This design comes from an exercise in tuning for small area and a short achievable clock period on the open sky130 flow, not from production work. The RTL was checked by simulation tests, not by an equivalence proof against the original design.

<file path="flow/config.mk">
export PLATFORM = sky130hd
export DESIGN_NAME = ProcessadorPipeline
export DESIGN_NICKNAME = ProcessadorPipeline
export VERILOG_FILES = /design/flow/design.v
export SDC_FILE = /design/flow/constraint.sdc
export NUM_CORES = 4
export LEC_CHECK = 0
export CAP_MARGIN = 20
export CORE_MARGIN = 2
export CORE_UTILIZATION = 40
export SLEW_MARGIN = 20
</file>
<file path="flow/constraint.sdc">
create_clock -name core_clock -period 95.0 [get_ports {clk}]
set_input_delay 19.0000 -clock core_clock [delete_from_list [all_inputs] [get_ports {clk}]]
set_output_delay 19.0000 -clock core_clock [all_outputs]
set_load 0.01 [all_outputs]
</file>
<file path="flow/design.v">
module IF_ID_Register (
    input wire clk,                    
    input wire rst,                    
    input wire [7:0] inPC,             
    input wire [31:0] inInstruction,   
	 output reg [7:0] newPC,
    output reg [7:0] outPC,            
    output reg [31:0] outInstruction   
);
    always @(posedge clk) begin
        if (rst) begin
          	newPC <= 8'b0;
            outPC <= 8'b0;
            outInstruction <= 32'b11111000000000000000000000000000;
        end else begin
          	newPC <= inPC + 1;
            outPC <= inPC;
            outInstruction <= inInstruction;
        end
    end
endmodule
module Mux2to1 (
  	input wire [7:0] in0,     
  	input wire [7:0] in1,     
    input wire sel,            
  	output wire [7:0] out     
);
    assign out = (sel == 1'b0) ? in0 : in1;
endmodule
module IF_STAGE(
	clk,
	rst,
	BranchTaken,
	imem_rdata,
	imem_addr,
	BranchTarget,
	IF_ID_Instruction,
	IF_ID_PC
);
input wire	clk;
input wire	rst;
input wire	BranchTaken;
input wire	[7:0] BranchTarget;
input wire	[31:0] imem_rdata;
output wire	[7:0] imem_addr;
output wire	[31:0] IF_ID_Instruction;
output wire	[7:0] IF_ID_PC;
wire	[31:0] SYNTHESIZED_WIRE_0;
wire	[7:0] SYNTHESIZED_WIRE_4;
wire	[7:0] SYNTHESIZED_WIRE_3;
IF_ID_Register	b2v_inst(
	.clk(clk),
	.rst(rst),
	.inInstruction(SYNTHESIZED_WIRE_0),
	.inPC(SYNTHESIZED_WIRE_4),
	.newPC(SYNTHESIZED_WIRE_3),
	.outInstruction(IF_ID_Instruction),
	.outPC(IF_ID_PC));
assign	imem_addr = SYNTHESIZED_WIRE_4;
assign	SYNTHESIZED_WIRE_0 = imem_rdata;
Mux2to1	b2v_inst4(
	.sel(BranchTaken),
	.in0(SYNTHESIZED_WIRE_3),
	.in1(BranchTarget),
	.out(SYNTHESIZED_WIRE_4));
endmodule
module InstructionDecoder (
    input wire [31:0] IF_ID_Instruction,   
    output wire [4:0] opcode,             
    output wire [4:0] rb,                 
    output wire [4:0] rd,                 
    output wire [15:0] immediate          
);
    assign opcode = IF_ID_Instruction[31:27];
    assign rb = IF_ID_Instruction[26:22];
    assign rd = IF_ID_Instruction[21:17];
    assign immediate = IF_ID_Instruction[15:0];
endmodule
module SignExtend (
    input wire [15:0] immediate,         
    output wire [31:0] signExtImm        
);
    assign signExtImm = {{16{immediate[15]}}, immediate};
endmodule
module Control (                
    input wire [4:0] opcode,          
    output reg RegDst,                
    output reg ALUSrc,                
    output reg MemToReg,              
    output reg RegWrite,              
    output reg MemRead,               
    output reg MemWrite,              
    output reg Branch,                
    output reg [4:0] ALUOp            
);
parameter LW_1  = 5'b00000,   
			 LW_2  = 5'b00001,   
			 LW_3  = 5'b00010,   
			 SW_1  = 5'b00011,   
			 SW_2  = 5'b00100,   
			 MOV   = 5'b00101,   
			 ADD   = 5'b00110,   
			 SUB   = 5'b00111,   
			 MUL   = 5'b01000,   
			 DIV   = 5'b01001,   
			 AND   = 5'b01010,   
			 OR    = 5'b01011,   
			 SHL   = 5'b01100,   
			 SHR   = 5'b01101,   
			 CMP   = 5'b01110,   
			 NOT   = 5'b01111,   
			 JR    = 5'b10000,   
			 JPC   = 5'b10001,   
			 BRFL  = 5'b10010,   
			 CALL  = 5'b10011,   
			 RET   = 5'b10100,   
			 NOP   = 5'b10101;   
always @(*) begin
    case (opcode)
        LW_1: begin
            RegDst = 0;
            ALUSrc = 1;
            MemToReg = 1;
            RegWrite = 1;
            MemRead = 1;
            MemWrite = 0;
            Branch = 0;
            ALUOp = LW_1;
        end
         LW_2: begin
            RegDst = 0;
            ALUSrc = 0;
            MemToReg = 1;
            RegWrite = 1;
            MemRead = 1;
            MemWrite = 0;
            Branch = 0;
            ALUOp = LW_2; 
        end
        LW_3: begin
            RegDst = 0;
            ALUSrc = 1;
            MemToReg = 1;
            RegWrite = 1;
            MemRead = 1;
            MemWrite = 0;
            Branch = 0;
            ALUOp = LW_3; 
        end
        SW_1: begin
           	RegDst = 1'b0;
            ALUSrc = 1;
            MemToReg = 1'b0;
            RegWrite = 0;
            MemRead = 0;
            MemWrite = 1;
            Branch = 0;
            ALUOp = SW_1;
        end
        SW_2: begin
            RegDst = 1'b0;
            ALUSrc = 0;
            MemToReg = 1'b0;
            RegWrite = 0;
            MemRead = 0;
            MemWrite = 1;
            Branch = 0;
            ALUOp = SW_2;
        end
        MOV: begin
            RegDst = 1;
            ALUSrc = 0;
            MemToReg = 0;
            RegWrite = 1;
            MemRead = 0;
            MemWrite = 0;
            Branch = 0;
            ALUOp = MOV;
        end
        ADD: begin
            RegDst = 1;
            ALUSrc = 0;
            MemToReg = 0;
            RegWrite = 1;
            MemRead = 0;
            MemWrite = 0;
            Branch = 0;
            ALUOp = ADD;
        end
        SUB: begin
            RegDst = 1;
            ALUSrc = 0;
            MemToReg = 0;
            RegWrite = 1;
            MemRead = 0;
            MemWrite = 0;
            Branch = 0;
            ALUOp = SUB;
        end
        MUL: begin
            RegDst = 1;
            ALUSrc = 0;
            MemToReg = 0;
            RegWrite = 1;
            MemRead = 0;
            MemWrite = 0;
            Branch = 0;
            ALUOp = MUL;
        end
        DIV: begin
            RegDst = 1;
            ALUSrc = 0;
            MemToReg = 0;
            RegWrite = 1;
            MemRead = 0;
            MemWrite = 0;
            Branch = 0;
            ALUOp = DIV;
        end
        AND: begin
            RegDst = 1;
            ALUSrc = 0;
            MemToReg = 0;
            RegWrite = 1;
            MemRead = 0;
            MemWrite = 0;
            Branch = 0;
            ALUOp = AND;
        end
        OR: begin
            RegDst = 1;
            ALUSrc = 0;
            MemToReg = 0;
            RegWrite = 1;
            MemRead = 0;
            MemWrite = 0;
            Branch = 0;
            ALUOp = OR;
        end
        SHL: begin
            RegDst = 1;
            ALUSrc = 0;
            MemToReg = 0;
            RegWrite = 1;
            MemRead = 0;
            MemWrite = 0;
            Branch = 0;
            ALUOp = SHL;
        end
        SHR: begin
            RegDst = 1;
            ALUSrc = 0;
            MemToReg = 0;
            RegWrite = 1;
            MemRead = 0;
            MemWrite = 0;
            Branch = 0;
            ALUOp = SHR;
        end
        CMP: begin
            RegDst = 1;
            ALUSrc = 0;
            MemToReg = 0;
            RegWrite = 0;
            MemRead = 0;
            MemWrite = 0;
            Branch = 0;
            ALUOp = CMP;
        end
        NOT: begin
            RegDst = 1;
            ALUSrc = 0;
            MemToReg = 0;
            RegWrite = 1;
            MemRead = 0;
            MemWrite = 0;
            Branch = 0;
            ALUOp = NOT;
        end
        JR: begin
            RegDst = 0;
            ALUSrc = 0;
            MemToReg = 0;
            RegWrite = 0;
            MemRead = 0;
            MemWrite = 0;
            Branch = 1;
            ALUOp = JR;
        end
        JPC: begin
            RegDst = 0;
            ALUSrc = 1;
            MemToReg = 0;
            RegWrite = 0;
            MemRead = 0;
            MemWrite = 0;
            Branch = 1;
            ALUOp = JPC;
        end
        BRFL: begin
            RegDst = 0;
            ALUSrc = 0;
            MemToReg = 0;
            RegWrite = 0;
            MemRead = 0;
            MemWrite = 0;
            Branch = 1;
            ALUOp = BRFL;
        end
        CALL: begin
            RegDst = 0;
            ALUSrc = 0;
            MemToReg = 0;
            RegWrite = 1;
            MemRead = 0;
            MemWrite = 0;
            Branch = 1;
            ALUOp = CALL;
        end
        RET: begin
            RegDst = 0;
            ALUSrc = 0;
            MemToReg = 0;
            RegWrite = 0;
            MemRead = 0;
            MemWrite = 0;
            Branch = 1;
            ALUOp = RET;
        end
        NOP: begin
            RegDst = 0;
            ALUSrc = 0;
            MemToReg = 0;
            RegWrite = 0;
            MemRead = 0;
            MemWrite = 0;
            Branch = 0;
            ALUOp = NOP;
        end
        default: begin
            RegDst = 0;
            ALUSrc = 0;
            MemToReg = 0;
            RegWrite = 0;
            MemRead = 0;
            MemWrite = 0;
            Branch = 0;
          	ALUOp = 5'b11111;  
        end
    endcase
end
endmodule
module RegisterFile (
    input wire clk,                  
    input wire rst,                  
    input wire [4:0] readReg1,       
    input wire [4:0] readReg2,       
    input wire [4:0] writeReg,       
    input wire [31:0] writeData,     
    input wire RegWrite,             
    output wire [31:0] readData1,    
    output wire [31:0] readData2     
);
    reg [31:0] registers [31:0];
    assign readData1 = (RegWrite && writeReg != 5'b00000 && writeReg == readReg1) ? writeData : registers[readReg1];
    assign readData2 = (RegWrite && writeReg != 5'b00000 && writeReg == readReg2) ? writeData : registers[readReg2];
    always @(posedge clk) begin
        if (rst) begin
            registers[0] <= 32'b0;
            registers[1] <= 32'b0;
            registers[2] <= 32'b0;
            registers[3] <= 32'b0;
            registers[4] <= 32'b0;
            registers[5] <= 32'b0;
            registers[6] <= 32'b0;
            registers[7] <= 32'b0;
            registers[8] <= 32'b0;
            registers[9] <= 32'b0;
            registers[10] <= 32'b0;
            registers[11] <= 32'b0;
            registers[12] <= 32'b0;
            registers[13] <= 32'b0;
            registers[14] <= 32'b0;
            registers[15] <= 32'b0;
            registers[16] <= 32'b0;
            registers[17] <= 32'b0;
            registers[18] <= 32'b0;
            registers[19] <= 32'b0;
            registers[20] <= 32'b0;
            registers[21] <= 32'b0;
            registers[22] <= 32'b0;
            registers[23] <= 32'b0;
            registers[24] <= 32'b0;
            registers[25] <= 32'b0;
            registers[26] <= 32'b0;
            registers[27] <= 32'b0;
            registers[28] <= 32'b0;
            registers[29] <= 32'b0;
            registers[30] <= 32'b0;
            registers[31] <= 32'b0;
        end else if (RegWrite && writeReg != 5'b00000) begin
            registers[writeReg] <= writeData;
        end
    end
endmodule
module ID_EX_Register (
    input wire clk,
    input wire rst,                   
	 input wire [7:0] inPc,
    input wire [31:0] inReadData1,         
    input wire [31:0] inReadData2,         
    input wire [31:0] inSignExtImm,        
    input wire [4:0] inRb,                 
    input wire [4:0] inRd,                 
    input wire inRegDst,                   
    input wire inALUSrc,                   
    input wire inMemToReg,                 
    input wire inRegWrite,                 
    input wire inMemRead,                  
    input wire inMemWrite,                 
    input wire inBranch,                   
  	 input wire [4:0] inALUOp,              
    output reg [31:0] outReadData1,        
    output reg [31:0] outReadData2,        
    output reg [31:0] outSignExtImm,       
    output reg [4:0] outRd,                
  	 output reg [7:0] outPc,
    output reg outALUSrc,                  
    output reg outMemToReg,                
    output reg outRegWrite,                
    output reg outMemRead,                 
    output reg outMemWrite,                
    output reg outBranch,                  
  	 output reg [4:0] outALUOp              
);
  always @(posedge clk) begin
        if (rst) begin
            outReadData1 <= 32'b0;
            outReadData2 <= 32'b0;
            outSignExtImm <= 32'b0;
            outRd <= 5'b0;
          	outPc <= 8'b0;
            outALUSrc <= 1'b0;  
            outMemToReg <= 1'b0;  
            outRegWrite <= 1'b0;  
            outMemRead <= 1'b0;  
            outMemWrite <= 1'b0;  
            outBranch <= 1'b0;  
            outALUOp <= 5'b11111;  
        end else begin
            outReadData1 <= inReadData1;
            outReadData2 <= inReadData2;
            outSignExtImm <= inSignExtImm;
            outRd <= inRd;
          	outPc <= inPc;
            outALUSrc <= inALUSrc;  
            outMemToReg <= inMemToReg;  
            outRegWrite <= inRegWrite;  
            outMemRead <= inMemRead;  
            outMemWrite <= inMemWrite;  
            outBranch <= inBranch;   
            outALUOp <= inALUOp;  
        end
    end
endmodule
module ID_STAGE(
	RegWrite,
	clk,
	rst,
	IF_ID_Instruction,
	IF_ID_PC,
	writeData,
	writeReg,
	ID_EX_ALUSrc,
	ID_EX_MemToReg,
	ID_EX_RegWrite,
	ID_EX_MemRead,
	ID_EX_MemWrite,
	ID_EX_Branch,
	ID_EX_ALUOp,
	ID_EX_PC,
	ID_EX_Rd,
	ID_EX_ReadData1,
	ID_EX_ReadData2,
	ID_EX_SignExtImm
);
input wire	RegWrite;
input wire	clk;
input wire	rst;
input wire	[31:0] IF_ID_Instruction;
input wire	[7:0] IF_ID_PC;
input wire	[31:0] writeData;
input wire	[4:0] writeReg;
output wire	ID_EX_ALUSrc;
output wire	ID_EX_MemToReg;
output wire	ID_EX_RegWrite;
output wire	ID_EX_MemRead;
output wire	ID_EX_MemWrite;
output wire	ID_EX_Branch;
output wire	[4:0] ID_EX_ALUOp;
output wire	[7:0] ID_EX_PC;
output wire	[4:0] ID_EX_Rd;
output wire	[31:0] ID_EX_ReadData1;
output wire	[31:0] ID_EX_ReadData2;
output wire	[31:0] ID_EX_SignExtImm;
wire	SYNTHESIZED_WIRE_0;
wire	SYNTHESIZED_WIRE_1;
wire	SYNTHESIZED_WIRE_2;
wire	SYNTHESIZED_WIRE_3;
wire	SYNTHESIZED_WIRE_4;
wire	SYNTHESIZED_WIRE_5;
wire	SYNTHESIZED_WIRE_6;
wire	[4:0] SYNTHESIZED_WIRE_7;
wire	[4:0] SYNTHESIZED_WIRE_17;
wire	[4:0] SYNTHESIZED_WIRE_18;
wire	[31:0] SYNTHESIZED_WIRE_10;
wire	[31:0] SYNTHESIZED_WIRE_11;
wire	[31:0] SYNTHESIZED_WIRE_12;
wire	[15:0] SYNTHESIZED_WIRE_13;
wire	[4:0] SYNTHESIZED_WIRE_16;
ID_EX_Register	b2v_inst5(
	.clk(clk),
	.rst(rst),
	.inRegDst(SYNTHESIZED_WIRE_0),
	.inALUSrc(SYNTHESIZED_WIRE_1),
	.inMemToReg(SYNTHESIZED_WIRE_2),
	.inRegWrite(SYNTHESIZED_WIRE_3),
	.inMemRead(SYNTHESIZED_WIRE_4),
	.inMemWrite(SYNTHESIZED_WIRE_5),
	.inBranch(SYNTHESIZED_WIRE_6),
	.inALUOp(SYNTHESIZED_WIRE_7),
	.inPc(IF_ID_PC),
	.inRb(SYNTHESIZED_WIRE_17),
	.inRd(SYNTHESIZED_WIRE_18),
	.inReadData1(SYNTHESIZED_WIRE_10),
	.inReadData2(SYNTHESIZED_WIRE_11),
	.inSignExtImm(SYNTHESIZED_WIRE_12),
	.outALUSrc(ID_EX_ALUSrc),
	.outMemToReg(ID_EX_MemToReg),
	.outRegWrite(ID_EX_RegWrite),
	.outMemRead(ID_EX_MemRead),
	.outMemWrite(ID_EX_MemWrite),
	.outBranch(ID_EX_Branch),
	.outALUOp(ID_EX_ALUOp),
	.outPc(ID_EX_PC),
	.outRd(ID_EX_Rd),
	.outReadData1(ID_EX_ReadData1),
	.outReadData2(ID_EX_ReadData2),
	.outSignExtImm(ID_EX_SignExtImm));
SignExtend	b2v_inst6(
	.immediate(SYNTHESIZED_WIRE_13),
	.signExtImm(SYNTHESIZED_WIRE_12));
RegisterFile	b2v_inst7(
	.clk(clk),
	.rst(rst),
	.RegWrite(RegWrite),
	.readReg1(SYNTHESIZED_WIRE_17),
	.readReg2(SYNTHESIZED_WIRE_18),
	.writeData(writeData),
	.writeReg(writeReg),
	.readData1(SYNTHESIZED_WIRE_10),
	.readData2(SYNTHESIZED_WIRE_11));
Control	b2v_inst8(
	.opcode(SYNTHESIZED_WIRE_16),
	.RegDst(SYNTHESIZED_WIRE_0),
	.ALUSrc(SYNTHESIZED_WIRE_1),
	.MemToReg(SYNTHESIZED_WIRE_2),
	.RegWrite(SYNTHESIZED_WIRE_3),
	.MemRead(SYNTHESIZED_WIRE_4),
	.MemWrite(SYNTHESIZED_WIRE_5),
	.Branch(SYNTHESIZED_WIRE_6),
	.ALUOp(SYNTHESIZED_WIRE_7));
	defparam	b2v_inst8.ADD = 5'b00110;
	defparam	b2v_inst8.AND = 5'b01010;
	defparam	b2v_inst8.BRFL = 5'b10010;
	defparam	b2v_inst8.CALL = 5'b10011;
	defparam	b2v_inst8.CMP = 5'b01110;
	defparam	b2v_inst8.DIV = 5'b01001;
	defparam	b2v_inst8.JPC = 5'b10001;
	defparam	b2v_inst8.JR = 5'b10000;
	defparam	b2v_inst8.LW_1 = 5'b00000;
	defparam	b2v_inst8.LW_2 = 5'b00001;
	defparam	b2v_inst8.LW_3 = 5'b00010;
	defparam	b2v_inst8.MOV = 5'b00101;
	defparam	b2v_inst8.MUL = 5'b01000;
	defparam	b2v_inst8.NOP = 5'b10101;
	defparam	b2v_inst8.NOT = 5'b01111;
	defparam	b2v_inst8.OR = 5'b01011;
	defparam	b2v_inst8.RET = 5'b10100;
	defparam	b2v_inst8.SHL = 5'b01100;
	defparam	b2v_inst8.SHR = 5'b01101;
	defparam	b2v_inst8.SUB = 5'b00111;
	defparam	b2v_inst8.SW_1 = 5'b00011;
	defparam	b2v_inst8.SW_2 = 5'b00100;
InstructionDecoder	b2v_inst9(
	.IF_ID_Instruction(IF_ID_Instruction),
	.immediate(SYNTHESIZED_WIRE_13),
	.opcode(SYNTHESIZED_WIRE_16),
	.rb(SYNTHESIZED_WIRE_17),
	.rd(SYNTHESIZED_WIRE_18));
endmodule
module ALU32Bits(
    input wire signed [31:0] data1, data2,
    input wire [4:0] ALUControl,
	 input wire [7:0] PC,
    output reg zero,
    output reg signed [31:0] ALUResult,
	 output reg [31:0] BranchTarget
);
reg signed [63:0] MUL_Result;
reg [4:0] RFlags;  
parameter LW_1  = 5'b00000,   
          LW_2  = 5'b00001,   
          LW_3  = 5'b00010,   
          SW_1  = 5'b00011,   
          SW_2  = 5'b00100,   
          MOV   = 5'b00101,   
          ADD   = 5'b00110,   
          SUB   = 5'b00111,   
          MUL   = 5'b01000,   
          DIV   = 5'b01001,   
          AND   = 5'b01010,   
          OR    = 5'b01011,   
          SHL   = 5'b01100,   
          SHR   = 5'b01101,   
          CMP   = 5'b01110,   
          NOT   = 5'b01111,   
          JR    = 5'b10000,   
          JPC   = 5'b10001,   
          BRFL  = 5'b10010,   
          CALL  = 5'b10011,   
          RET   = 5'b10100,   
          NOP   = 5'b10101;   
always @(*) begin
	 ALUResult = 32'b0;
	 BranchTarget = 32'b0;
    zero = 1'b0;
    RFlags = 5'b00000;
    MUL_Result = 64'b0;
    case (ALUControl)
        LW_1: begin
            ALUResult = data1 + data2;
        end
        LW_2: begin
            ALUResult = data1;
        end
        LW_3: begin
            ALUResult = data1;
        end
        SW_1: begin
            ALUResult = data1 + 8;
        end
        SW_2: begin
            ALUResult = data1;
        end
        MOV: begin
            ALUResult = {data1[4:0],data2[4:0]};
        end
        ADD: begin
            ALUResult = data1 + data2;
            if ((data1[31] == data2[31]) && (ALUResult[31] != data1[31])) begin
                RFlags[0] = 1'b1;  
                RFlags[4] = 1'b1;  
            end
            if (ALUResult == 0)
                zero = 1'b1;
        end
        SUB: begin
            ALUResult = data1 - data2;
            if ((data1[31] != data2[31]) && (ALUResult[31] != data1[31])) begin
                RFlags[0] = 1'b1;  
                RFlags[4] = 1'b1;  
            end
            if (ALUResult == 0)
                zero = 1'b1;
        end
        MUL: begin
            MUL_Result = data1 * data2;
            ALUResult = MUL_Result[31:0];
            if (MUL_Result[63:32] != 0) begin
                RFlags[0] = 1'b1;    
                RFlags[4] = 1'b1;    
            end
            if (ALUResult == 0)
                zero = 1'b1;
        end
        DIV: begin
            if (data2 == 0) begin
                ALUResult = 0;
                RFlags[4] = 1'b1;  
            end 
            else if (data1 == 32'sh80000000 && data2 == -32'sd1) begin
                ALUResult = 32'sh80000000;
            end
            else begin
                ALUResult = data1 / data2;
            end
            if (ALUResult == 0)
                zero = 1'b1;
        end
        AND: begin
            ALUResult = data1 & data2;
            if (ALUResult == 0)
                zero = 1'b1;
        end
        OR: begin
            ALUResult = data1 | data2;
            if (ALUResult == 0)
                zero = 1'b1;
        end
        SHL: begin
            ALUResult = data1 << data2;
        end
        SHR: begin
            ALUResult = data2 >> data2;
        end
        CMP: begin
            if (data1 == data2)
                RFlags[3] = 1'b1;  
            else if (data1 > data2)
                RFlags[1] = 1'b1;  
            else
                RFlags[2] = 1'b1;  
        end
        NOT: begin
            ALUResult = ~data1;
        end
        JR: begin
            BranchTarget = data1;
            zero = 1;
        end
        JPC: begin
            BranchTarget = PC + data2;
            zero = 1;
        end
        BRFL: begin
            if (data2[4:0] == 5'b00000) begin  
                zero = 1'b1;  
                ALUResult = data1;  
            end else begin
                ALUResult = 32'b0;  
                zero = 1'b1;
            end
        end
        CALL: begin
            ALUResult = data1;
            zero = 1'b1;
        end
        default: begin
				BranchTarget = 0;
            ALUResult = 0;
            zero = 1'b1;
        end
    endcase
end
endmodule
module Mux2to1_32bits (
    input [31:0] in0,        
    input [31:0] in1,        
    input select,            
    output reg [31:0] out    
);
    always @(*) begin
        case (select)
            1'b0: out = in0;   
            1'b1: out = in1;   
            default: out = 32'b0;  
        endcase
    end
endmodule
module EX_MEM_REGISTER (
    input wire clk, reset,
    input wire RegWrite, MemtoReg,
    input wire MemWrite, MemRead,
    input wire [31:0] ALUresult, writedata,
    input wire [4:0] writeReg,
	 input wire inBranchTaken,
	 input wire [31:0] inBranchTarget,
	 output reg [31:0] outALUResult,
	 output reg [31:0] writedataOut,
	 output reg MemWriteOut,
	 output reg [4:0]writeRegOut,
    output reg MemtoRegOut,  
    output reg RegWriteOut,
    output reg MemReadOut,
	 output reg outBranchTaken,
	 output reg [7:0] outBranchTarget
    );
always@(posedge clk)
if (reset) begin
    RegWriteOut <= 1'b0;
    MemtoRegOut <= 1'b0;
    MemWriteOut <= 1'b0;
    MemReadOut <= 1'b0;
    writedataOut <= 32'b0;
    writeRegOut <= 4'b0;
	 outALUResult <= 32'b0;
	 outBranchTaken <= 1'b0;
	 outBranchTarget <= 8'b0;
end
else begin
    RegWriteOut <= RegWrite;
    MemtoRegOut <= MemtoReg;
    MemWriteOut <= MemWrite;
    MemReadOut <= MemRead;
    writedataOut <= writedata;
    writeRegOut <= writeReg;
	 outALUResult <= ALUresult;
	 outBranchTaken <= inBranchTaken;
	 outBranchTarget <= inBranchTarget[7:0];
end
endmodule
module EX_STAGE(
	ID_EX_ALUSrc,
	rst,
	clk,
	ID_EX_RegWrite,
	ID_EX_MemtoReg,
	ID_EX_MemWrite,
	ID_EX_MemRead,
	ID_EX_Branch,
	ID_EX_ALUOp,
	ID_EX_PC,
	ID_EX_Rd,
	ID_EX_ReadData1,
	ID_EX_ReadData2,
	ID_EX_SignExtImm,
	EX_MEM_MemtoRegOut,
	EX_MEM_MemWriteOut,
	EX_MEM_MemReadOut,
	EX_MEM_Branch,
	EX_MEM_RegWrite,
	EX_MEM_ALUResult,
	EX_MEM_BranchTarget,
	EX_MEM_WriteData,
	EX_MEM_WriteReg
);
input wire	ID_EX_ALUSrc;
input wire	rst;
input wire	clk;
input wire	ID_EX_RegWrite;
input wire	ID_EX_MemtoReg;
input wire	ID_EX_MemWrite;
input wire	ID_EX_MemRead;
input wire	ID_EX_Branch;
input wire	[4:0] ID_EX_ALUOp;
input wire	[7:0] ID_EX_PC;
input wire	[4:0] ID_EX_Rd;
input wire	[31:0] ID_EX_ReadData1;
input wire	[31:0] ID_EX_ReadData2;
input wire	[31:0] ID_EX_SignExtImm;
output wire	EX_MEM_MemtoRegOut;
output wire	EX_MEM_MemWriteOut;
output wire	EX_MEM_MemReadOut;
output wire	EX_MEM_Branch;
output wire	EX_MEM_RegWrite;
output wire	[31:0] EX_MEM_ALUResult;
output wire	[7:0] EX_MEM_BranchTarget;
output wire	[31:0] EX_MEM_WriteData;
output wire	[4:0] EX_MEM_WriteReg;
wire	[31:0] SYNTHESIZED_WIRE_0;
wire	SYNTHESIZED_WIRE_1;
wire	[31:0] SYNTHESIZED_WIRE_2;
wire	[31:0] SYNTHESIZED_WIRE_3;
wire	SYNTHESIZED_WIRE_4;
ALU32Bits	b2v_inst(
	.ALUControl(ID_EX_ALUOp),
	.data1(ID_EX_ReadData1),
	.data2(SYNTHESIZED_WIRE_0),
	.PC(ID_EX_PC),
	.zero(SYNTHESIZED_WIRE_4),
	.ALUResult(SYNTHESIZED_WIRE_2),
	.BranchTarget(SYNTHESIZED_WIRE_3));
	defparam	b2v_inst.ADD = 5'b00110;
	defparam	b2v_inst.AND = 5'b01010;
	defparam	b2v_inst.BRFL = 5'b10010;
	defparam	b2v_inst.CALL = 5'b10011;
	defparam	b2v_inst.CMP = 5'b01110;
	defparam	b2v_inst.DIV = 5'b01001;
	defparam	b2v_inst.JPC = 5'b10001;
	defparam	b2v_inst.JR = 5'b10000;
	defparam	b2v_inst.LW_1 = 5'b00000;
	defparam	b2v_inst.LW_2 = 5'b00001;
	defparam	b2v_inst.LW_3 = 5'b00010;
	defparam	b2v_inst.MOV = 5'b00101;
	defparam	b2v_inst.MUL = 5'b01000;
	defparam	b2v_inst.NOP = 5'b10101;
	defparam	b2v_inst.NOT = 5'b01111;
	defparam	b2v_inst.OR = 5'b01011;
	defparam	b2v_inst.RET = 5'b10100;
	defparam	b2v_inst.SHL = 5'b01100;
	defparam	b2v_inst.SHR = 5'b01101;
	defparam	b2v_inst.SUB = 5'b00111;
	defparam	b2v_inst.SW_1 = 5'b00011;
	defparam	b2v_inst.SW_2 = 5'b00100;
EX_MEM_REGISTER	b2v_inst12(
	.clk(clk),
	.reset(rst),
	.RegWrite(ID_EX_RegWrite),
	.MemtoReg(ID_EX_MemtoReg),
	.MemWrite(ID_EX_MemWrite),
	.MemRead(ID_EX_MemRead),
	.inBranchTaken(SYNTHESIZED_WIRE_1),
	.ALUresult(SYNTHESIZED_WIRE_2),
	.inBranchTarget(SYNTHESIZED_WIRE_3),
	.writedata(ID_EX_SignExtImm),
	.writeReg(ID_EX_Rd),
	.MemWriteOut(EX_MEM_MemWriteOut),
	.MemtoRegOut(EX_MEM_MemtoRegOut),
	.RegWriteOut(EX_MEM_RegWrite),
	.MemReadOut(EX_MEM_MemReadOut),
	.outBranchTaken(EX_MEM_Branch),
	.outALUResult(EX_MEM_ALUResult),
	.outBranchTarget(EX_MEM_BranchTarget),
	.writedataOut(EX_MEM_WriteData),
	.writeRegOut(EX_MEM_WriteReg));
assign	SYNTHESIZED_WIRE_1 = ID_EX_Branch & SYNTHESIZED_WIRE_4;
Mux2to1_32bits	b2v_inst8(
	.select(ID_EX_ALUSrc),
	.in0(ID_EX_ReadData2),
	.in1(ID_EX_SignExtImm),
	.out(SYNTHESIZED_WIRE_0));
endmodule
module ExtractMSB (
    input  wire [31:0] data_in,   
    output wire [7:0]  data_out   
);
    assign data_out = data_in[7:0];
endmodule
module MEM_WB_Register (
    input wire clk,
    input wire rst,
    input wire [31:0] inALUResult,
    input wire [31:0] inReadData,
    input wire [4:0] inWriteReg,
    input wire inMemToReg,
    input wire inRegWrite,
    output reg [31:0] outALUResult,
    output reg [31:0] outReadData,
    output reg [4:0] outWriteReg,
    output reg outMemToReg,
    output reg outRegWrite
);
    always @(posedge clk) begin
        if (rst) begin
            outALUResult <= 32'b0;
            outReadData <= 32'b0;
            outWriteReg <= 5'b0;
            outMemToReg <= 1'b0;
            outRegWrite <= 1'b0;
        end else begin
            outALUResult <= inALUResult;
            outReadData <= inReadData;
            outWriteReg <= inWriteReg;
            outMemToReg <= inMemToReg;
            outRegWrite <= inRegWrite;
        end
    end
endmodule
module Mem_Stage(
	clk,
	EX_MEM_MemWrite,
	rst,
	EX_MEM_MemToReg,
	EX_MEM_RegWrite,
	EX_MEM_MemRead,
	EX_MEM_ALUResult,
	EX_MEM_Data,
	EX_MEM_WriteReg,
	dmem_rdata,
	dmem_addr,
	dmem_wdata,
	dmem_we,
	dmem_re,
	MEM_WB_MemToReg,
	MEM_WB_RegWrite,
	MEM_WB_ALUResult,
	MEM_WB_ReadData,
	MEM_WB_WriteReg
);
input wire	clk;
input wire	EX_MEM_MemWrite;
input wire	rst;
input wire	EX_MEM_MemToReg;
input wire	EX_MEM_RegWrite;
input wire	EX_MEM_MemRead;
input wire	[31:0] EX_MEM_ALUResult;
input wire	[31:0] EX_MEM_Data;
input wire	[4:0] EX_MEM_WriteReg;
input wire	[31:0] dmem_rdata;
output wire	[7:0] dmem_addr;
output wire	[31:0] dmem_wdata;
output wire	dmem_we;
output wire	dmem_re;
output wire	MEM_WB_MemToReg;
output wire	MEM_WB_RegWrite;
output wire	[31:0] MEM_WB_ALUResult;
output wire	[31:0] MEM_WB_ReadData;
output wire	[4:0] MEM_WB_WriteReg;
wire	[31:0] SYNTHESIZED_WIRE_0;
wire	[7:0] SYNTHESIZED_WIRE_1;
MEM_WB_Register	b2v_inst(
	.clk(clk),
	.rst(rst),
	.inMemToReg(EX_MEM_MemToReg),
	.inRegWrite(EX_MEM_RegWrite),
	.inALUResult(EX_MEM_ALUResult),
	.inReadData(SYNTHESIZED_WIRE_0),
	.inWriteReg(EX_MEM_WriteReg),
	.outMemToReg(MEM_WB_MemToReg),
	.outRegWrite(MEM_WB_RegWrite),
	.outALUResult(MEM_WB_ALUResult),
	.outReadData(MEM_WB_ReadData),
	.outWriteReg(MEM_WB_WriteReg));
assign	dmem_addr = SYNTHESIZED_WIRE_1;
assign	dmem_wdata = EX_MEM_Data;
assign	dmem_we = EX_MEM_MemWrite;
assign	dmem_re = EX_MEM_MemRead;
assign	SYNTHESIZED_WIRE_0 = dmem_rdata;
ExtractMSB	b2v_inst2(
	.data_in(EX_MEM_ALUResult),
	.data_out(SYNTHESIZED_WIRE_1));
endmodule
module WB_Stage (
	 input wire [31:0] ALUResult,         
	 input wire [31:0] MemData,           
	 input wire [4:0] WriteReg,           
    input wire MemToReg,                 
    input wire RegWrite,                 
    output wire [31:0] WriteData,        
    output wire [4:0] WriteRegOut,       
    output wire RegWriteOut              
);
    assign WriteData = (MemToReg) ? MemData : ALUResult;
    assign WriteRegOut = WriteReg;
    assign RegWriteOut = RegWrite;
endmodule
module ProcessadorPipeline(
	clk,
	rst,
	imem_rdata,
	dmem_rdata,
	imem_addr,
	dmem_addr,
	dmem_wdata,
	dmem_we,
	dmem_re,
	wb_we,
	wb_reg,
	wb_data
);
input wire	clk;
input wire	rst;
input wire	[31:0] imem_rdata;
input wire	[31:0] dmem_rdata;
output wire	[7:0] imem_addr;
output wire	[7:0] dmem_addr;
output wire	[31:0] dmem_wdata;
output wire	dmem_we;
output wire	dmem_re;
output wire	wb_we;
output wire	[4:0] wb_reg;
output wire	[31:0] wb_data;
wire	SYNTHESIZED_WIRE_0;
wire	[7:0] SYNTHESIZED_WIRE_1;
wire	SYNTHESIZED_WIRE_2;
wire	[31:0] SYNTHESIZED_WIRE_3;
wire	[7:0] SYNTHESIZED_WIRE_4;
wire	[31:0] SYNTHESIZED_WIRE_5;
wire	[4:0] SYNTHESIZED_WIRE_6;
wire	SYNTHESIZED_WIRE_7;
wire	SYNTHESIZED_WIRE_8;
wire	SYNTHESIZED_WIRE_9;
wire	SYNTHESIZED_WIRE_10;
wire	SYNTHESIZED_WIRE_11;
wire	SYNTHESIZED_WIRE_12;
wire	[4:0] SYNTHESIZED_WIRE_13;
wire	[7:0] SYNTHESIZED_WIRE_14;
wire	[4:0] SYNTHESIZED_WIRE_15;
wire	[31:0] SYNTHESIZED_WIRE_16;
wire	[31:0] SYNTHESIZED_WIRE_17;
wire	[31:0] SYNTHESIZED_WIRE_18;
wire	SYNTHESIZED_WIRE_19;
wire	SYNTHESIZED_WIRE_20;
wire	SYNTHESIZED_WIRE_21;
wire	SYNTHESIZED_WIRE_22;
wire	[31:0] SYNTHESIZED_WIRE_23;
wire	[31:0] SYNTHESIZED_WIRE_24;
wire	[4:0] SYNTHESIZED_WIRE_25;
wire	SYNTHESIZED_WIRE_26;
wire	SYNTHESIZED_WIRE_27;
wire	[31:0] SYNTHESIZED_WIRE_28;
wire	[31:0] SYNTHESIZED_WIRE_29;
wire	[4:0] SYNTHESIZED_WIRE_30;
assign	wb_we = SYNTHESIZED_WIRE_2;
assign	wb_reg = SYNTHESIZED_WIRE_6;
assign	wb_data = SYNTHESIZED_WIRE_5;
IF_STAGE	b2v_inst(
	.BranchTaken(SYNTHESIZED_WIRE_0),
	.clk(clk),
	.rst(rst),
	.BranchTarget(SYNTHESIZED_WIRE_1),
	.imem_rdata(imem_rdata),
	.imem_addr(imem_addr),
	.IF_ID_Instruction(SYNTHESIZED_WIRE_3),
	.IF_ID_PC(SYNTHESIZED_WIRE_4));
ID_STAGE	b2v_inst1(
	.RegWrite(SYNTHESIZED_WIRE_2),
	.clk(clk),
	.rst(rst),
	.IF_ID_Instruction(SYNTHESIZED_WIRE_3),
	.IF_ID_PC(SYNTHESIZED_WIRE_4),
	.writeData(SYNTHESIZED_WIRE_5),
	.writeReg(SYNTHESIZED_WIRE_6),
	.ID_EX_ALUSrc(SYNTHESIZED_WIRE_7),
	.ID_EX_MemToReg(SYNTHESIZED_WIRE_8),
	.ID_EX_RegWrite(SYNTHESIZED_WIRE_9),
	.ID_EX_MemRead(SYNTHESIZED_WIRE_10),
	.ID_EX_MemWrite(SYNTHESIZED_WIRE_11),
	.ID_EX_Branch(SYNTHESIZED_WIRE_12),
	.ID_EX_ALUOp(SYNTHESIZED_WIRE_13),
	.ID_EX_PC(SYNTHESIZED_WIRE_14),
	.ID_EX_Rd(SYNTHESIZED_WIRE_15),
	.ID_EX_ReadData1(SYNTHESIZED_WIRE_16),
	.ID_EX_ReadData2(SYNTHESIZED_WIRE_17),
	.ID_EX_SignExtImm(SYNTHESIZED_WIRE_18));
EX_STAGE	b2v_inst3(
	.ID_EX_ALUSrc(SYNTHESIZED_WIRE_7),
	.ID_EX_MemtoReg(SYNTHESIZED_WIRE_8),
	.ID_EX_RegWrite(SYNTHESIZED_WIRE_9),
	.ID_EX_MemRead(SYNTHESIZED_WIRE_10),
	.ID_EX_MemWrite(SYNTHESIZED_WIRE_11),
	.ID_EX_Branch(SYNTHESIZED_WIRE_12),
	.clk(clk),
	.rst(rst),
	.ID_EX_ALUOp(SYNTHESIZED_WIRE_13),
	.ID_EX_PC(SYNTHESIZED_WIRE_14),
	.ID_EX_Rd(SYNTHESIZED_WIRE_15),
	.ID_EX_ReadData1(SYNTHESIZED_WIRE_16),
	.ID_EX_ReadData2(SYNTHESIZED_WIRE_17),
	.ID_EX_SignExtImm(SYNTHESIZED_WIRE_18),
	.EX_MEM_MemWriteOut(SYNTHESIZED_WIRE_19),
	.EX_MEM_MemtoRegOut(SYNTHESIZED_WIRE_20),
	.EX_MEM_RegWrite(SYNTHESIZED_WIRE_21),
	.EX_MEM_MemReadOut(SYNTHESIZED_WIRE_22),
	.EX_MEM_Branch(SYNTHESIZED_WIRE_0),
	.EX_MEM_ALUResult(SYNTHESIZED_WIRE_23),
	.EX_MEM_BranchTarget(SYNTHESIZED_WIRE_1),
	.EX_MEM_WriteData(SYNTHESIZED_WIRE_24),
	.EX_MEM_WriteReg(SYNTHESIZED_WIRE_25));
Mem_Stage	b2v_inst4(
	.EX_MEM_MemWrite(SYNTHESIZED_WIRE_19),
	.EX_MEM_MemToReg(SYNTHESIZED_WIRE_20),
	.EX_MEM_RegWrite(SYNTHESIZED_WIRE_21),
	.EX_MEM_MemRead(SYNTHESIZED_WIRE_22),
	.clk(clk),
	.rst(rst),
	.EX_MEM_ALUResult(SYNTHESIZED_WIRE_23),
	.EX_MEM_Data(SYNTHESIZED_WIRE_24),
	.EX_MEM_WriteReg(SYNTHESIZED_WIRE_25),
	.dmem_rdata(dmem_rdata),
	.dmem_addr(dmem_addr),
	.dmem_wdata(dmem_wdata),
	.dmem_we(dmem_we),
	.dmem_re(dmem_re),
	.MEM_WB_MemToReg(SYNTHESIZED_WIRE_26),
	.MEM_WB_RegWrite(SYNTHESIZED_WIRE_27),
	.MEM_WB_ALUResult(SYNTHESIZED_WIRE_28),
	.MEM_WB_ReadData(SYNTHESIZED_WIRE_29),
	.MEM_WB_WriteReg(SYNTHESIZED_WIRE_30));
WB_Stage	b2v_inst5(
	.MemToReg(SYNTHESIZED_WIRE_26),
	.RegWrite(SYNTHESIZED_WIRE_27),
	.ALUResult(SYNTHESIZED_WIRE_28),
	.MemData(SYNTHESIZED_WIRE_29),
	.WriteReg(SYNTHESIZED_WIRE_30),
	.RegWriteOut(SYNTHESIZED_WIRE_2),
	.WriteData(SYNTHESIZED_WIRE_5),
	.WriteRegOut(SYNTHESIZED_WIRE_6));
endmodule
</file>
<file path="flow/run.sh">
#!/bin/bash
# synth_recipe.tcl (not shown) runs the flow's synth.tcl, then flattens the netlist and writes it again
# the make line also repeats each setting of config.mk as NAME=value (left out here)
make -C /OpenROAD-flow-scripts/flow DESIGN_CONFIG=/design/flow/config.mk WORK_HOME=/design/flow/orfs CLKGATE_MAP_FILE= SYNTH_SCRIPT=/design/flow/synth_recipe.tcl finish
</file>
==> results.txt <==
[repair_timing]
| action | 4_1_cts | 5_1_grt |
|---|---|---|
| buffers inserted | 0 | 7 |
| endpoints found under the hold margin | 0 | 0 |
| resized for setup | 0 | 18 |
| setup endpoints to repair | 0 | 33 |
[critical path, delay by kind of cell (launching register included)]
family	cells	cell delay (ns)
compound gates	177	44.99
xor+xnor	1	0.30
fa+ha+maj	33	9.70
buf+inv	69	12.78
flops	1	0.49
mux	2	0.96
simple gates	83	20.75
[per-stage QoR]
| stage | cells |
|---|---|
| floorplan | 11800 |
| global placement | 16400 |
| detailed placement | 16400 |
| CTS | 16600 |
| global route | 16600 |
| finish | 16600 |
[per-layer routing]
metal  part of all wire [%]  track usage [%]  wire (µm)
met2                     46             52.7     224000
met1                     37             40.6     181000
met4                    7.0             19.5      34000
met3                    9.5             5.91      45900
met5                  0.028                0        136
[logic make-up after synthesis]
| logic type | after synthesis | share of synthesized area (%) |
|---|---|---|
| AND/OR/NAND/NOR | 3992 | 15.6 |
| AO/OA/AOI/OAI | 2176 | 12.6 |
| buffers and inverters | 1606 | 5.37 |
| flip-flops | 1310 | 31.6 |
| adder cells (fa/ha/maj) | 1199 | 15.7 |
| multiplexers | 873 | 14.7 |
| XOR/XNOR | 580 | 4.42 |
| other | 1 | 0.00325 |
[final cells by class]
type | count | area (µm²) | share of cell area [%]
Clock inverter | 59 | 542 | 0.401
Inverter | 842 | 3160 | 2.34
Clock buffer | 187 | 3880 | 2.87
Antenna cell | 13 | 32.5 | 0.0241
Tap cell | 3781 | 4730 | 3.50
Multi-Input combinational cell | 8852 | 73800 | 54.6
Timing Repair Buffer | 1603 | 12600 | 9.30
Sequential cell | 1310 | 36500 | 27.0
[state kept, by name (all words and copies together), names as in the netlist, 5 cells and up]
name	count
b2v_inst1.b2v_inst5.outSignExtImm	16
b2v_inst1.b2v_inst5.outRd	5
b2v_inst3.b2v_inst12.outALUResult	32
b2v_inst3.b2v_inst12.outBranchTarget	8
b2v_inst.b2v_inst.outInstruction	31
b2v_inst1.b2v_inst5.outReadData1	32
b2v_inst3.b2v_inst12.writedataOut	16
b2v_inst1.b2v_inst5.outReadData2	32
b2v_inst1.b2v_inst7.registers	1024
b2v_inst4.b2v_inst.outWriteReg	5
b2v_inst4.b2v_inst.outReadData	32
b2v_inst1.b2v_inst5.outPc	8
b2v_inst1.b2v_inst5.outALUOp	5
b2v_inst4.b2v_inst.outALUResult	32
b2v_inst3.b2v_inst12.writeRegOut	5
b2v_inst.b2v_inst.outPC	8
b2v_inst.b2v_inst.newPC	8
[path summary, 6_finish.rpt]
check | slack, ns | end | from
worst max-delay path | 4.68 | b2v_inst3.b2v_inst12.outBranchTaken | b2v_inst1.b2v_inst5.outSignExtImm[1]
worst min-delay path | 0.44 | b2v_inst1.b2v_inst5.outSignExtImm[6] | b2v_inst.b2v_inst.outInstruction[6]
worst max register to register | 4.68 | b2v_inst3.b2v_inst12.outBranchTaken | b2v_inst1.b2v_inst5.outSignExtImm[1]
worst min register to register | 0.44 | b2v_inst1.b2v_inst5.outSignExtImm[6] | b2v_inst.b2v_inst.outInstruction[6]
[cells in the mapped netlist, types with 45 or more instances]
| cell type | n | area share (%) |
|---|---|---|
| or3_1 | 65 | 0.35 |
| o21bai_1 | 68 | 0.44 |
| or2_2 | 50 | 0.27 |
| clkbuf_1 | 600 | 2.0 |
| buf_1 | 106 | 0.35 |
| mux2_2 | 108 | 1.1 |
| and2_1 | 45 | 0.24 |
| fa_1 | 411 | 7.1 |
| dfxtp_1 | 286 | 5.0 |
| nand3_1 | 166 | 0.72 |
| a31oi_1 | 105 | 0.57 |
| nand2b_1 | 88 | 0.48 |
| and3_1 | 67 | 0.36 |
| xnor2_1 | 411 | 3.1 |
| nand4_1 | 96 | 0.52 |
| nor2b_1 | 250 | 1.4 |
| a21oi_1 | 563 | 2.4 |
| a211oi_1 | 159 | 1.0 |
| a221oi_1 | 48 | 0.36 |
| nor3_1 | 184 | 0.80 |
| o21a_1 | 132 | 0.86 |
| nand2_1 | 623 | 2.0 |
| inv_1 | 823 | 2.7 |
| mux4_2 | 640 | 13 |
| mux2i_1 | 124 | 1.1 |
| nor4_1 | 60 | 0.33 |
| ha_1 | 788 | 8.6 |
| xor2_1 | 167 | 1.3 |
| a21o_1 | 167 | 1.1 |
| o211ai_1 | 66 | 0.43 |
| edfxtp_1 | 1024 | 27 |
| nor2_1 | 2157 | 7.0 |
| o31ai_1 | 71 | 0.46 |
| o21ai_0 | 331 | 1.4 |
==> results.cfg <==
[sta]
min_period_ns = 90.32
setup_viol_count_final = 0
setup_ws_ns = 4.68
maxSlewHeadroom_pct = 17.9
worst_slew_pin_slew_ns = 1.23
drv_slew = 0
hold_slack_ns = 0.439
tns_ns = 0
rsz0062_at_grt = no
fmax_ghz = 0.0111
fin_crit_sh_pct = 95.1
hold_violations = 0
fin_skew_ns = 0.0473

[yosys]
syn_area_per_cell_um2 = 9.82
synth_edf_count = 1024
ys_seq_elements = 1310
ys_types = 115
synthFlopType = edfxtp_1
postSynthCellCount = 11700
ys_warn_count = 8
async_flop_share_pct = 0
ys_seq_area_share_pct = 31.6
syn-cell-area_mm2 = 0.115

[clocking]
hold_buffers = 0
clk_path_buf_depth = 4
clock_latency_ns = 0.82
cts_tree = done
clock-sinks = 1310
cts_made_buffers = 141
cts_htree_levels = 4
root_buffer = clkbuf_16
path_clk_slew_ns = 0.06

[drt]
avgViaCountPerCell = 6.13
wirelength_mm = 485
drt_iter0_drc = 11700
drc = 0
num_vias = 102000
routedWlPerCell_um = 29.1
drt_pass1_iterations = 8
drtAntennaViolNets = 0

[floorplanning]
std_cell_rows = 197
core_area_mm2 = 0.287
dieArea_mm2 = 0.292
fp.dieH_um = 541
initial_utilization_pct = 40.1
pin_count = 154
die_w_um = 541

[worst_hold_path]
hp-class = flip-flop to flip-flop
holdPathStages = 1

[setup_path]
crit_top_cell = buf_4
crit_slowest_cell = or4_1
arrival_ns = 91.05
cp_max_fo = 24
crit_required_ns = 95.73
max_stage_delay_ns = 0.76
path_class = flip-flop to flip-flop
setup.worst_path.start_class = flip-flop
worst-r2r-cell-count = 365
crit_path_end_kind = flip-flop

[run_status]
status = timing/DRC/antenna clean

[grt]
grt_pass1_vias = 104000
grt_max_degree = 150
grt_pass1_wl_mm = 701
grt_usage_pct = 32.5
grt-ovfl-total = 0
grt_antenna_before_repair = 25

[placement]
dpl_cell_area_mm2 = 0.131
dpl.hpwl_mm = 351
gp_congestion = 1.06
portBuffers = 152
place_ws_ns = 3.86

[finish]
fillerInstances = 26800
final_cell_mix = nor2_1, buf_4, edfxtp_1, inv_1, ha_1
mostFrequentLayoutCell = nor2_1
nNetsFinal = 14000
stdcell_area_mm2 = 0.135
utilization_pct = 47.0
drive_above_1_share_pct = 21.2
area_delta_synth_final_pct = 17.3

[run]
cap_violations = 0

[separate check: timing with driven ports]
Ports are ideal in the flow. The routed layout listed here was re-timed in OpenROAD.
Step 1: set_driving_cell puts a clkbuf_16 on clk and a buf_2 on each other input, an assumption about the parent block.
Step 2, shift: input delay + t, output delay - t, t = (earliest + latest rising clock arrival at the registers) / 2. This alone moves slack from input paths to output paths.
Three values: ideal ports, drivers, drivers and shift; two values: the first two.
t (ns): 0.887
slack for setup (ns): 4.678 / 4.678 / 4.678
latest minus earliest clock arrival (ns): 0.048 / 0.048
worst slew at a driven data input, ns: 0.07
After both steps this run still meets setup and hold. For this run, drivers alone change the setup slack by 0.000 ns; drivers and shift together by 0.000 ns.
